Background: an optimization exercise with open tools, aiming at small area. Do not read the settings as production practice. Function was checked by simulation only, so behaviour that the tests miss may differ from the original.

==> inputs of trial 34 <==
Design fma_pipeline, start of the top module:
module fma_pipeline #(
    parameter FP = 32,
    parameter FPexp = 8,
    parameter FPfrac = 23
    )(
    input   wire                    clk,
    input   wire                    rst_n,
    input   wire                    valid_in,
    input   wire    [FP - 1 : 0]    A_in,
    input   wire    [FP - 1 : 0]    B_in,
    input   wire    [FP - 1 : 0]    C_in,
    output  wire                    valid_out,
    output  wire    [FP - 1 : 0]    F_out
    );
Settings: LEC_CHECK=0, CAP_MARGIN=20, CORE_MARGIN=2, CORE_UTILIZATION=40, SLEW_MARGIN=20, SYNTH_HIERARCHICAL=1; clock period 10.5 ns.
standard.sh (not shown) runs the stock make flow with config.mk's settings and CLKGATE_MAP_FILE= SYNTH_SCRIPT=/design/flow/synth_recipe.tcl, a recipe that flattens the netlist after the stock synthesis.
==> flow/flow/run.sh <==
#!/bin/bash
# Own layout flow: the standard flow, except that the final technology
# mapping in synthesis uses an area-oriented ABC script (area.abc) with a delay
# target. Everything else (synthesis passes, register names, floorplan, power
# grid, placement, CTS, routing) is the standard flow.
set -uo pipefail
HERE=$(pwd)
FLOWDIR=$HERE/flow
ABC_D=$(cat $FLOWDIR/abc_delay_ps)
sed -e "s/{D}/$ABC_D/g" $FLOWDIR/area.abc > $HERE/area_d.abc

# synthesis script: the standard flow's, with yosys' abc command wrapped to use our script
cat > $HERE/my_synth.tcl <<EOT
proc abc {args} {
  set out {}
  set i 0
  while {\$i < [llength \$args]} {
    set a [lindex \$args \$i]
    if {\$a eq "-script"} {
      incr i
      lappend out -script $HERE/area_d.abc
    } elseif {\$a eq "-D"} {
      incr i
      lappend out -D $ABC_D
    } else {
      lappend out \$a
    }
    incr i
  }
  if {[lsearch -exact \$out -D] < 0} { lappend out -D $ABC_D }
  yosys abc {*}\$out
}
source $HERE/synth_recipe.tcl
EOT

sed -e "s#SYNTH_SCRIPT=[^ ]*#SYNTH_SCRIPT=$HERE/my_synth.tcl#" standard.sh > $HERE/my_standard.sh
bash $HERE/my_standard.sh synth > $HERE/synth.log 2>&1 || { echo "synthesis failed"; tail -20 $HERE/synth.log; exit 1; }
bash standard.sh > $HERE/layout.log 2>&1 || { echo "layout failed"; tail -20 $HERE/layout.log; exit 1; }
==> flow/flow/abc_delay_ps <==
7000
==> flow/flow/area.abc <==
strash
dch
map -D {D}
topo
buffer -c
upsize -c -D {D}
dnsize -c -D {D}
==> inputs of build 2, as changes to trial 34 <==
--- a/flow/config.mk
+++ b/flow/config.mk
@@ -8,5 +8,6 @@
 export CAP_MARGIN = 20
 export CORE_MARGIN = 2
 export CORE_UTILIZATION = 40
+export GPL_TIMING_DRIVEN = 0
 export SLEW_MARGIN = 20
 export SYNTH_HIERARCHICAL = 1
==> comparison table <==
item                                                                             trial 34                  build 2
Result of the run                                                 complete, no violations  complete, no violations
Detailed-routed wire length on met2                                              45100 µm                 56900 µm
Area after detailed placement                                                   31100 µm²                30200 µm²
M2 GR Usage                                                                         0.455                    0.570
Fmax                                                                              100 MHz                 98.8 MHz
Post-detailed-route via-to-cell ratio                                                5.53                     5.66
Fraction of final layout cells sized beyond drive strength 1                       0.0779                   0.0850
Multi-input logic portion of the cell area                                          0.657                    0.663
Hold path startpoint                                                               o3[16]                   o4[25]
GR met3 Demand/Resource                                                            0.0239                   0.0460
Number of cells traversed by the worst register-to-register path                       46                       49
Total via count after detailed routing                                              25900                    26800
Final cell count without fillers                                                     4680                     4735
Delay of the slowest cell on the worst path                                       0.57 ns                  0.52 ns
Wl on met1                                                                       39000 µm                 48000 µm

========
==> exp/willow: inputs <==
fma_pipeline, a different RTL version from the one above (not shown whole).
Settings: LEC_CHECK=0, CAP_MARGIN=20, CORE_MARGIN=2, CORE_UTILIZATION=40, CTS_CLUSTER_DIAMETER=100, CTS_CLUSTER_SIZE=28, SLEW_MARGIN=20, SYNTH_HIERARCHICAL=1; clock period 10.5 ns.
==> flow/flow/run.sh <==
#!/bin/bash
# Own layout flow: the standard flow, except that
#  - the final technology mapping in synthesis uses an area-oriented ABC script
#    (area.abc) with a delay target, and
#  - the port buffers that placement inserts are sky130_fd_sc_hd__buf_1.
# Everything else (synthesis passes, register names, floorplan, power grid,
# placement, CTS, routing) is the standard flow.
set -uo pipefail
HERE=$(pwd)
FLOWDIR=$HERE/flow
ABC_D=$(cat $FLOWDIR/abc_delay_ps)
sed -e "s/{D}/$ABC_D/g" $FLOWDIR/area.abc > $HERE/area_d.abc

# synthesis script: the standard flow's, with yosys' abc command wrapped to use our script
cat > $HERE/my_synth.tcl <<EOT
proc abc {args} {
  set out {}
  set i 0
  while {\$i < [llength \$args]} {
    set a [lindex \$args \$i]
    if {\$a eq "-script"} {
      incr i
      lappend out -script $HERE/area_d.abc
    } elseif {\$a eq "-D"} {
      incr i
      lappend out -D $ABC_D
    } else {
      lappend out \$a
    }
    incr i
  }
  if {[lsearch -exact \$out -D] < 0} { lappend out -D $ABC_D }
  yosys abc {*}\$out
}
source $HERE/synth_recipe.tcl
EOT

sed -e "s#SYNTH_SCRIPT=[^ ]*#SYNTH_SCRIPT=$HERE/my_synth.tcl#" standard.sh > $HERE/my_standard.sh
bash $HERE/my_standard.sh synth > $HERE/synth.log 2>&1 || { echo "synthesis failed"; tail -20 $HERE/synth.log; exit 1; }
export BUFFER_PORTS_ARGS="-buffer_cell sky130_fd_sc_hd__buf_1"
bash standard.sh > $HERE/layout.log 2>&1 || { echo "layout failed"; tail -20 $HERE/layout.log; exit 1; }
Scripts as last shown in full above: flow/flow/abc_delay_ps, flow/flow/area.abc
==> exp/sierra: changes against exp/willow <==
--- a/flow/design.v
+++ b/flow/design.v
@@ -15,44 +15,16 @@
     input   wire                    rst_n,
     input   wire                    valid_in,
     input   wire    [FP - 1 : 0]    A_in,
     input   wire    [FP - 1 : 0]    B_in,
     input   wire    [FP - 1 : 0]    C_in,
     output  wire                    valid_out,
     output  wire    [FP - 1 : 0]    F_out
     );
-    function automatic [9:0] inc10(input [9:0] x);
-        integer i;
-        reg c;
-        begin
-            c = 1'b1;
-            for (i = 0; i < 10; i = i + 1) begin
-                inc10[i] = x[i] ^ c;
-                c = c & x[i];
-            end
-        end
-    endfunction
-    function automatic [9:0] ebias(input [7:0] a, input [7:0] b);
-        integer i;
-        reg c;
-        reg [8:0] s;
-        begin
-            c = 1'b1;
-            for (i = 0; i < 8; i = i + 1) begin
-                s[i] = a[i] ^ b[i] ^ c;
-                c = (a[i] & b[i]) | (a[i] & c) | (b[i] & c);
-            end
-            s[8] = c;
-            ebias[6:0] = s[6:0];
-            ebias[7]   = ~s[7];
-            ebias[8]   = s[8] ^ ~s[7];
-            ebias[9]   = ~s[8] & ~s[7];
-        end
-    endfunction
     wire [7:0]  eA = A_in[30:23];
     wire [7:0]  eB = B_in[30:23];
     wire [23:0] mA = {|eA, A_in[22:0]};
     wire [23:0] mB = {|eB, B_in[22:0]};
     wire bo_0 = mB[0] ^ 1'b0;
     wire bt_0 = mB[1] ? ~(mB[0] | 1'b0) : (mB[0] & 1'b0);
     wire bn_0 = mB[1];
     wire pp_0_0 = ~(((bo_0 & mA[0])) ^ bn_0);
@@ -1475,19 +1447,19 @@
     wire mc_g86 = mg[44] | (mp[44] & mc_g53);
     wire mc_p86 = mp[44] & mc_p53;
     wire mc_g87 = mg[46] | (mp[46] & mc_g64);
     wire mc_p87 = mp[46] & mc_p64;
     wire [47:0] mcy = {(mc_g87 | mc_p87), (mc_g64 | mc_p64), (mc_g86 | mc_p86), (mc_g53 | mc_p53), (mc_g85 | mc_p85), (mc_g63 | mc_p63), (mc_g84 | mc_p84), (mc_g48 | mc_p48), (mc_g83 | mc_p83), (mc_g62 | mc_p62), (mc_g82 | mc_p82), (mc_g52 | mc_p52), (mc_g81 | mc_p81), (mc_g61 | mc_p61), (mc_g80 | mc_p80), (mc_g45 | mc_p45), (mc_g79 | mc_p79), (mc_g60 | mc_p60), (mc_g78 | mc_p78), (mc_g51 | mc_p51), (mc_g77 | mc_p77), (mc_g59 | mc_p59), (mc_g76 | mc_p76), (mc_g47 | mc_p47), (mc_g75 | mc_p75), (mc_g58 | mc_p58), (mc_g74 | mc_p74), (mc_g50 | mc_p50), (mc_g73 | mc_p73), (mc_g57 | mc_p57), (mc_g72 | mc_p72), (mc_g42 | mc_p42), (mc_g71 | mc_p71), (mc_g56 | mc_p56), (mc_g70 | mc_p70), (mc_g49 | mc_p49), (mc_g69 | mc_p69), (mc_g55 | mc_p55), (mc_g68 | mc_p68), (mc_g36 | mc_p36), (mc_g67 | mc_p67), (mc_g54 | mc_p54), (mc_g66 | mc_p66), (mc_g24 | mc_p24), (mc_g65 | mc_p65), (mc_g0 | mc_p0), (mg[0] | mp[0]), 1'b1};
     wire [47:0] prod = ~(mp ^ mcy);
     wire        pzero = ~(|A_in[30:0]) | ~(|B_in[30:0]);
     wire        inf   = (&eA) | (&eB);
-    wire [9:0]  esum  = ebias(eA, eB);
+    wire [9:0]  esum  = {2'b0, eA} + {2'b0, eB} - 10'd127;
     wire [9:0]  e_raw = inf ? 10'd255 : esum;
-    wire [9:0]  e_n   = pzero ? 10'd0 : (prod[47] ? inc10(e_raw) : e_raw);
+    wire [9:0]  e_n   = pzero ? 10'd0 : (prod[47] ? e_raw + 10'd1 : e_raw);
     wire [46:0] p_n   = prod[47] ? prod[47:1] : prod[46:0];
     reg         v1;
     reg         s1;
     reg  [9:0]  e1;
     reg  [46:0] p1;
     reg         v2;
     reg         acc_s;
     reg  [9:0]  acc_e;
@@ -1684,17 +1656,17 @@
     wire [46:0] c1 = {(lc_g59 | lc_p59), (lc_g81 | lc_p81), (lc_g48 | lc_p48), (lc_g80 | lc_p80), (lc_g58 | lc_p58), (lc_g79 | lc_p79), (lc_g43 | lc_p43), (lc_g78 | lc_p78), (lc_g57 | lc_p57), (lc_g77 | lc_p77), (lc_g47 | lc_p47), (lc_g76 | lc_p76), (lc_g56 | lc_p56), (lc_g75 | lc_p75), (lc_g41 | lc_p41), (lc_g74 | lc_p74), (lc_g55 | lc_p55), (lc_g73 | lc_p73), (lc_g46 | lc_p46), (lc_g72 | lc_p72), (lc_g54 | lc_p54), (lc_g71 | lc_p71), (lc_g42 | lc_p42), (lc_g70 | lc_p70), (lc_g53 | lc_p53), (lc_g69 | lc_p69), (lc_g45 | lc_p45), (lc_g68 | lc_p68), (lc_g52 | lc_p52), (lc_g67 | lc_p67), (lc_g39 | lc_p39), (lc_g66 | lc_p66), (lc_g51 | lc_p51), (lc_g65 | lc_p65), (lc_g44 | lc_p44), (lc_g64 | lc_p64), (lc_g50 | lc_p50), (lc_g63 | lc_p63), (lc_g34 | lc_p34), (lc_g62 | lc_p62), (lc_g49 | lc_p49), (lc_g61 | lc_p61), (lc_g23 | lc_p23), (lc_g60 | lc_p60), (lc_g0 | lc_p0), (lg[0] | lp[0]), 1'b1};
     wire        cout0 = lc_g82;
     wire        ge    = lc_g82 | lc_p82;
     wire [46:0] csel  = sub ? (ge ? c1 : ~c0) : c0;
     wire [46:0] mag   = lp ^ csel;
     wire        neg   = sub & ~ge;
     wire        ovf   = ~sub & cout0;
     wire        s_sum = s_big ^ neg;
-    wire [9:0]  e_sum = ovf ? inc10(e_big) : e_big;
+    wire [9:0]  e_sum = ovf ? e_big + 10'd1 : e_big;
     wire [46:0] f_sum = ovf ? {1'b1, mag[46:1]} : mag;
     wire        o_zero = acc_e[9];
     wire        o_inf  = acc_e[8] | (&acc_e[7:0]);
     wire [7:0]  e_out = o_zero ? 8'd0 : (o_inf ? 8'hff : acc_e[7:0]);
     wire [22:0] f_out = (o_zero | o_inf) ? 23'd0 : acc_f[45:23];
     reg         v3, v4, v5;
     reg  [31:0] o3, o4, o5;
     always @(posedge clk) begin
- GPL_TIMING_DRIVEN: not set -> 0
==> comparison <==
exp/sierra finished clean. exp/willow went through all stages and came out clean. Between exp/willow and exp/sierra, the lower design area is in exp/willow (gap 0.50%, measured against exp/sierra). Against exp/willow, the fmax of exp/sierra is smaller by 3.3%. Against exp/sierra, the non-clock buffer count of exp/willow is lower by 15. In exp/sierra the global-route usage is higher than in exp/willow, by 2.5 points. In exp/sierra the routed wire length is larger than in exp/willow, by about 9%. Against exp/willow, the first-iteration DRC count of exp/sierra is smaller by about 15%.
==> figures <==
quantity	exp/willow	exp/sierra
Status	finished clean	finished clean
Netlist area before placement	27000 um2	27100 um2
Reg-to-reg critical path endpoint	acc_f[23]	acc_f[12]
Metal2 WL	42500 um	46100 um
Proportion of cell area occupied by registers	0.147	0.146
Worst slew margin relative to its limit	0.204	0.253
Wire length of the first global-routing pass	144000 um	156000 um
Number of vias per cell after detailed routing	5.65	5.73
Portion of the post-synthesis area used by sequential elements	0.161	0.160
Via total after detailed routing	25000	25500
Startpoint-to-endpoint class of the critical path	flip-flop to flip-flop	input port to flip-flop
Total routing resource utilization after global routing	0.263	0.288
Summed area of non-filler cells in the final layout	29500 um2	29700 um2
Layout clock area frac	0.00975	0.0105
Cell total after placement	4401	4447
Initial Utilization	0.403	0.404
Met3 layer usage reported by global route	0.0433	0.0378
Floorplan die width	264 um	264 um
Clk_buf instances	12	11
Share of synthesized cell area in full adder, half adder and majority cells	0.280	0.274

==> port drivers added, routing unchanged <==
How much do the figures lean on ideal ports? The routed layouts below were timed once more, with nothing changed but the port constraints. Step 1 sets driving cells, clkbuf_16 on the clock port and buf_2 on the other inputs (assumed; they add their load-dependent delay and slew). Step 2, shift: input delay + t, output delay - t, t = (earliest + latest rising clock arrival at the registers) / 2. This alone moves slack from input paths to output paths. Three values: ideal, step 1, step 2; two values: the first two.
run	t (ns)	slack for setup (ns)	clock arrival spread, ns
trial 34	0.583	0.508 / 0.535 / -0.048	0.013 / 0.013
build 2	0.599	0.376 / 0.408 / -0.190	0.017 / 0.017
exp/willow	0.536	0.765 / 0.765 / 0.305	0.014 / 0.014
exp/sierra	0.539	0.434 / 0.460 / -0.079	0.020 / 0.020
With both steps, setup timing fails in trial 34, build 2 and exp/sierra, where it was met with ideal ports. For build 2, which loses most, drivers alone change the setup slack by +0.032 ns; drivers and shift together by -0.566 ns.
